What follows belongs to an exercise in optimizing a design on an open flow for small area; a production flow would make more cautious choices.
Only the layout flow was run in this run; the RTL was not checked for function there.

--- design/flow/constraint.sdc ---
create_clock -name core_clock -period 25.0 [get_ports {clk}]
set_input_delay 5.0000 -clock core_clock [delete_from_list [all_inputs] [get_ports {clk}]]
set_output_delay 5.0000 -clock core_clock [all_outputs]
set_load 0.01 [all_outputs]
--- design/flow/config.mk ---
export PLATFORM = sky130hd
export DESIGN_NAME = conv
export DESIGN_NICKNAME = conv
export VERILOG_FILES = /design/flow/design.v
export SDC_FILE = /design/flow/constraint.sdc
export NUM_CORES = 8
export LEC_CHECK = 0
export CAP_MARGIN = 20
export CORE_MARGIN = 2
export CORE_UTILIZATION = 45
export SLEW_MARGIN = 30
--- design/flow/design.v ---
`timescale 1ns / 1ps
module conv #(
	parameter KERNEL_SIZE = 3,
	INPUT_TILE_SIZE = 4,
	INPUT_DATA_WIDTH = 8,
	KERNEL_DATA_WIDTH = 8,
	CHANNELS = 3
)(
	input clk,
	input reset,
	input signed [(KERNEL_SIZE * KERNEL_SIZE * KERNEL_DATA_WIDTH * CHANNELS) - 1 : 0] kernel,
	input signed [((INPUT_TILE_SIZE) * (INPUT_TILE_SIZE) * (INPUT_DATA_WIDTH) *(CHANNELS)) - 1 : 0] inpData,
	output reg signed[ (INPUT_TILE_SIZE - KERNEL_SIZE + 1) * (INPUT_TILE_SIZE - KERNEL_SIZE + 1) * (INPUT_DATA_WIDTH + KERNEL_DATA_WIDTH + 8) - 1 : 0] outData,
	output reg finalCompute
);
localparam OUTPUT_TILE_SIZE = INPUT_TILE_SIZE - KERNEL_SIZE + 1;
localparam OUTPUT_BIT_WIDTH = INPUT_DATA_WIDTH + KERNEL_DATA_WIDTH + 8;
reg signed [INPUT_DATA_WIDTH - 1 : 0] input_tile [0 : CHANNELS -1][0 : INPUT_TILE_SIZE - 1][0 : INPUT_TILE_SIZE - 1];
reg signed [KERNEL_DATA_WIDTH - 1 : 0] kernel_tile [0 : CHANNELS - 1][0 : KERNEL_SIZE - 1][0 : KERNEL_SIZE - 1];
reg signed [OUTPUT_BIT_WIDTH - 1 : 0] conv_result [0 : OUTPUT_TILE_SIZE - 1][0 : OUTPUT_TILE_SIZE - 1];
integer c, i, j, m, n;
integer input_index;
integer out_index;
integer kernel_index;
reg signed [(KERNEL_SIZE * KERNEL_SIZE * KERNEL_DATA_WIDTH * CHANNELS) - 1 : 0] kernel_r;
reg signed [((INPUT_TILE_SIZE) * (INPUT_TILE_SIZE) * (INPUT_DATA_WIDTH) *(CHANNELS)) - 1 : 0] inpData_r;
reg operands_valid;  
always @(posedge clk)
begin
	kernel_r <= kernel;
	inpData_r <= inpData;
	operands_valid <= !reset;
end
always @(posedge clk)
begin
	if (reset) begin
		finalCompute <= 0;
		outData <= 0;
	end
	else begin
		input_index = 0;
		for(c = 0; c < CHANNELS; c = c + 1)begin
			for(i=0; i<INPUT_TILE_SIZE; i=i+1)begin
				for(j=0; j<INPUT_TILE_SIZE; j=j+1)begin
					input_tile[c][i][j] = inpData_r[input_index +: INPUT_DATA_WIDTH];
					input_index = input_index + INPUT_DATA_WIDTH;
				end
			end
		end
		kernel_index = 0;
		for(c=0; c<CHANNELS; c=c+1)begin
			for(i=0; i<KERNEL_SIZE; i=i+1)begin
				for(j=0; j<KERNEL_SIZE; j=j+1)begin
					kernel_tile[c][i][j] = kernel_r[kernel_index +: KERNEL_DATA_WIDTH];
					kernel_index = kernel_index + KERNEL_DATA_WIDTH;
				end
			end
		end
		for(i=0; i<OUTPUT_TILE_SIZE; i=i+1)begin
			for(j=0; j<OUTPUT_TILE_SIZE; j=j+1)begin
				conv_result[i][j] = 0;
				for(c=0 ; c<CHANNELS; c=c+1)begin
					for(m=0; m<KERNEL_SIZE; m=m+1)begin
						for(n=0; n<KERNEL_SIZE; n=n+1)begin
							conv_result[i][j] = conv_result[i][j] + input_tile[c][i+m][j+n] * kernel_tile[c][m][n];
						end
					end
				end
			end
		end
		out_index = 0;
		for(i=0; i<OUTPUT_TILE_SIZE; i=i+1)begin
			for(j=0; j<OUTPUT_TILE_SIZE; j=j+1)begin
				outData[out_index +: OUTPUT_BIT_WIDTH] = conv_result[i][j];
				out_index = out_index + OUTPUT_BIT_WIDTH;
			end
		end
		if (!operands_valid)
			outData = 0;
		finalCompute <= operands_valid;
	end
end
endmodule
--- design/flow/run.sh ---
#!/bin/bash
# synth_recipe.tcl (not shown) runs the flow's synth.tcl, then flattens the netlist and writes it again
# the make line also repeats each setting of config.mk as NAME=value (left out here)
make -C /OpenROAD-flow-scripts/flow DESIGN_CONFIG=/design/flow/config.mk WORK_HOME=/design/flow/orfs CLKGATE_MAP_FILE= SYNTH_SCRIPT=/design/flow/synth_recipe.tcl finish
==> summary.txt <==
-- metal layers --
| layer | global-route usage | vias to the layer above |
|---|---|---|
| li1 | - | 86498 |
| met1 | 0.5141 | 119120 |
| met2 | 0.5863 | 12416 |
| met3 | 0.1203 | 2662 |
| met4 | 0.2716 | 84 |
| met5 | 0.005025 | - |
-- worst max-delay path: cells and delay by family, from the launching register on --
kind / cells / cell delay [ns]
adders and majority gates: 14 / 7.37
and+or+nand+nor: 2 / 1.06
DFF: 1 / 0.48
AOI/OAI and AO/OA: 6 / 1.41
buffers and inverters: 11 / 1.40
-- flip-flops by register name (all words and copies together) (netlist names) --
signal,flops
finalCompute,1
outData,96
inpData_r,384
kernel_r,216
operands_valid,1
-- per-stage QoR --
stage / util
after floorplan: -
after global placement: 0.4759
after detailed placement: 0.4759
after CTS: 0.4811
after global routing: 0.4814
final: 0.4818
-- layout make-up --
cell class              instances  area (um2)
multi-input cells           19360      263300
diodes                        169       422.9
well taps                    9516       11910
repair buffers               1097        9982
clock buffers                 123        2806
fillers                     67326      368800
clock inverters                69       905.9
flip-flops and latches        698       14040
inverters                   10531       39530
-- final timing paths --
check | startpoint | end | cells past startpoint
setup / recovery | kernel_r[200]$_DFF_P_ | outData[22]$_SDFF_PP0_ | 33
hold / removal | operands_valid$_DFF_P_ | outData[31]$_SDFF_PP0_ | 2
setup reg to reg | kernel_r[200]$_DFF_P_ | outData[22]$_SDFF_PP0_ | 33
hold reg to reg | operands_valid$_DFF_P_ | outData[31]$_SDFF_PP0_ | 2
-- cells by family (layout without fill, tap and decap cells) --
| kind of cell | count (synthesis) | in the layout | synth area share |
|---|---|---|---|
| mux | 4 | 4 | 0.0001403 |
| compound gates | 233 | 233 | 0.004856 |
| fa+ha+maj | 11929 | 11929 | 0.6971 |
| buf+inv | 11678 | 11820 | 0.1366 |
| xor+xnor | 102 | 102 | 0.002783 |
| other cells | 0 | 169 | 0 |
| flops | 698 | 698 | 0.04352 |
| simple gates | 7092 | 7092 | 0.1150 |
-- layout by cell type (no fill, tap or decap), drive strengths merged, types with 6 or more instances in the layout --
| cell | instances |
|---|---|
| o21bai | 11 |
| or3 | 6 |
| inv | 10553 |
| nand2b | 454 |
| fa | 9930 |
| nand2 | 2788 |
| o22ai | 6 |
| o21ai | 58 |
| xnor2 | 62 |
| nor2b | 306 |
| nor3 | 11 |
| buf | 399 |
| and2 | 3309 |
| ha | 1999 |
| diode | 169 |
| a21oi | 60 |
| a211oi | 15 |
| clkinv | 25 |
| clkbuf | 123 |
| clkinvlp | 9 |
| bufinv | 13 |
| nand3 | 16 |
| o21a | 18 |
| a31oi | 7 |
| clkdlybuf4s50 | 698 |
| dfxtp | 698 |
| nor2 | 186 |
| xor2 | 40 |
| a21o | 23 |
==> summary.txt <==
- The run finished with no timing, DRC or antenna violations.
- The post-detailed-route wirelength per cell is 34.02 um.
- After detailed routing, the number of remaining DRC violations is 0.
- For this run, the total global-route usage over all layers was measured as 0.4006.
- The clock tree root driver cell is clkbuf_16.
- The via count of the first global-routing pass came to 239.1k.
- The detailed-routing wirelength on met1 is 522,800 um.
- The HPWL after detailed placement is 1,218,000 um.
- The die covers 0.7202 mm2.
- After routing, the total negative slack on setup checks comes to 0 ns.
- The data arrival time at the worst-slack endpoint is 12.82 ns.
- The cell taking the most area after synthesis is fa_1.
- In the synthesized netlist, the number of instances is 31.74k.
- STA classifies the critical path startpoint as a flop.
- When the netlist entered floorplanning its net count stood at 44.27k.
- The unique cell type count in the Yosys netlist is 69.
- The starting density of the core is 0.4511.
- The synthesized area divided by synthesized cell count is 10.12 um2.
- Including well taps, the total number of placed cells is 41.20k.
- Among all flip-flop cells after synthesis, the most frequent one is dfxtp_1.
- Compared with the post-synthesis result, the final layout area differs by 6.806%.
- The critical path capture point type is a flop.
- The area of all placed cells without fillers is 0.3429 mm2.
- The standard cell core area is 0.7117 mm2.
- The required time at the endpoint of the critical path is 25.86 ns.
- The total length of routed wires is 1,414,000 um.
- The number of hold violations in the final report came to 0.
- The slack of the worst reg-to-reg path is 13.04 ns.
- After detailed routing, the met3 layer carries 162,100 um of wire.
- The horizontal die dimension is 848.7 um.
- The portion of the clock cycle consumed by the worst path in the final layout is 0.4783.
- The number of input and output port buffers inserted is 698.
- The leftover overflow at the end of global routing is 0.
- The critical path class is reg -> reg.
- The number of synthesized flops with an enable pin is 0.
- After the first detailed-routing iteration, the DRC count stood at 24.28k.
- The stage delay of the slowest cell on the critical path is 0.92 ns.
- From bottom edge to top edge, the die measures 848.7 um.
- The row count is 310.
- The uppermost signal routing layer after detailed routing is met5.
- In the synthesized netlist the async set-or-reset flop fraction comes to 0.
- Setup repair after global routing left no endpoint under its margin.
- After synthesis, the cell types taking the most area are fa_1 (62%), inv_1 (12%), ha_1 (7.8%).
- The synthesized area is 0.3210 mm2.
- The CTS tree is built.
- For this run, the number of standard cells in the final layout without fillers is 41.56k.
- The number of warnings printed during yosys synthesis is 4.
- Post-CTS repair changed the size of 0 cells.
- The highest achievable clock rate is 83.62 MHz.
- Counting along the longest clock path gives a buffer depth of 4.
- In this run the cell area measured after placement is 0.3387 mm2.
- The number of hold buffers added after CTS is 0.
- The total setup violations reported at the end of the flow is 0.
- The length of the first detailed-routing pass in iterations is 8.
- Once the clock tree was built, the setup fixing pass inserted 0 buffers.
- The clock reaches the later pin of the worst-skew pair after 1.05 ns.
- The largest driver fanout on the critical path is 28.
- The final layout contains 44.33k nets.
- The sequential-to-total area share from yosys stat is 0.04352.
- For this block, the via count after detailed routing is 220.8k.
- The layout cell share with drive strength beyond 1 is 0.02136.
- For this design, the slowest cell found on the critical path is fa_1.
- The largest net degree at the start of global routing is 43.
- Counting every sink on the clock net gives 698.
- The number of flip-flops and latches in the synthesized netlist is 698.
- The final critical delay including setup and external delays is 11.96 ns.
- The weighted congestion reported at the end of routability-driven placement is 1.117.
- The met2 layer wire length in the routed design is 599,700 um.
- In this run, CTS created clock tree buffers numbering 106.
- The most numerous cell on the critical path is fa_1.
- The worst slew margin relative to its limit is 0.2606.
- The vias per cell is 5.312.
- Pin placement for this block handled 699 I/O pins.
- The first-pass GRT wire length is 1,945,000 um.
- At the pin with the least slew margin, the transition time is 1.108 ns.
- Timing analysis after detailed placement gives a worst setup slack of 13.36 ns.
- The number of nets still failing antenna checks after routing is 0.
- Clock-pin slew was measured on the worst setup and hold paths at 0.06 ns.
- The final count of pins violating max slew is 0.
- Sorting the synthesized cells by how often they occur yields inv_1 (10.53k), fa_1 (9,930), and2_1 (3,309), nand2_1 (2,787), ha_1 (1,999).
- The area share of the leading cell type in the synthesized netlist is 0.6192.
- The initial antenna violation count came to 184.
- The maximum clock skew at final layout is 0.1371 ns.
- The number of maximum-capacitance violations is 0.
- The H-tree depth is 3.
- Setup slack on the critical path of the routed design comes to 13.04 ns.
- The worst hold-check slack is 0.7079 ns.
- The kind of path behind the tightest hold check is reg -> reg.
- inv_1 is the most common cell in the netlist.

[static timing again, ports no longer ideal]
No port has a modelled driver above. Below, the same layout with a new extraction and two added sets of constraints.
Step 1 sets driving cells, clkbuf_16 on the clock port and buf_2 on the other inputs (assumed; they add their load-dependent delay and slew).
Step 2 times the ports against the registers' clock, not the clock port: input delays grow and output delays shrink by t, the midpoint of the rising clock arrivals with the driver on.
Three values: ideal ports, drivers, drivers and shift; two values: the first two.
t (ns): 1.147
slack for setup (ns): 13.042 / 13.042 / 13.042
pins driven straight from the clock port: 1
After both steps setup and hold are still met in this run. For this run, drivers alone change the setup slack by 0.000 ns; drivers and shift together by 0.000 ns.
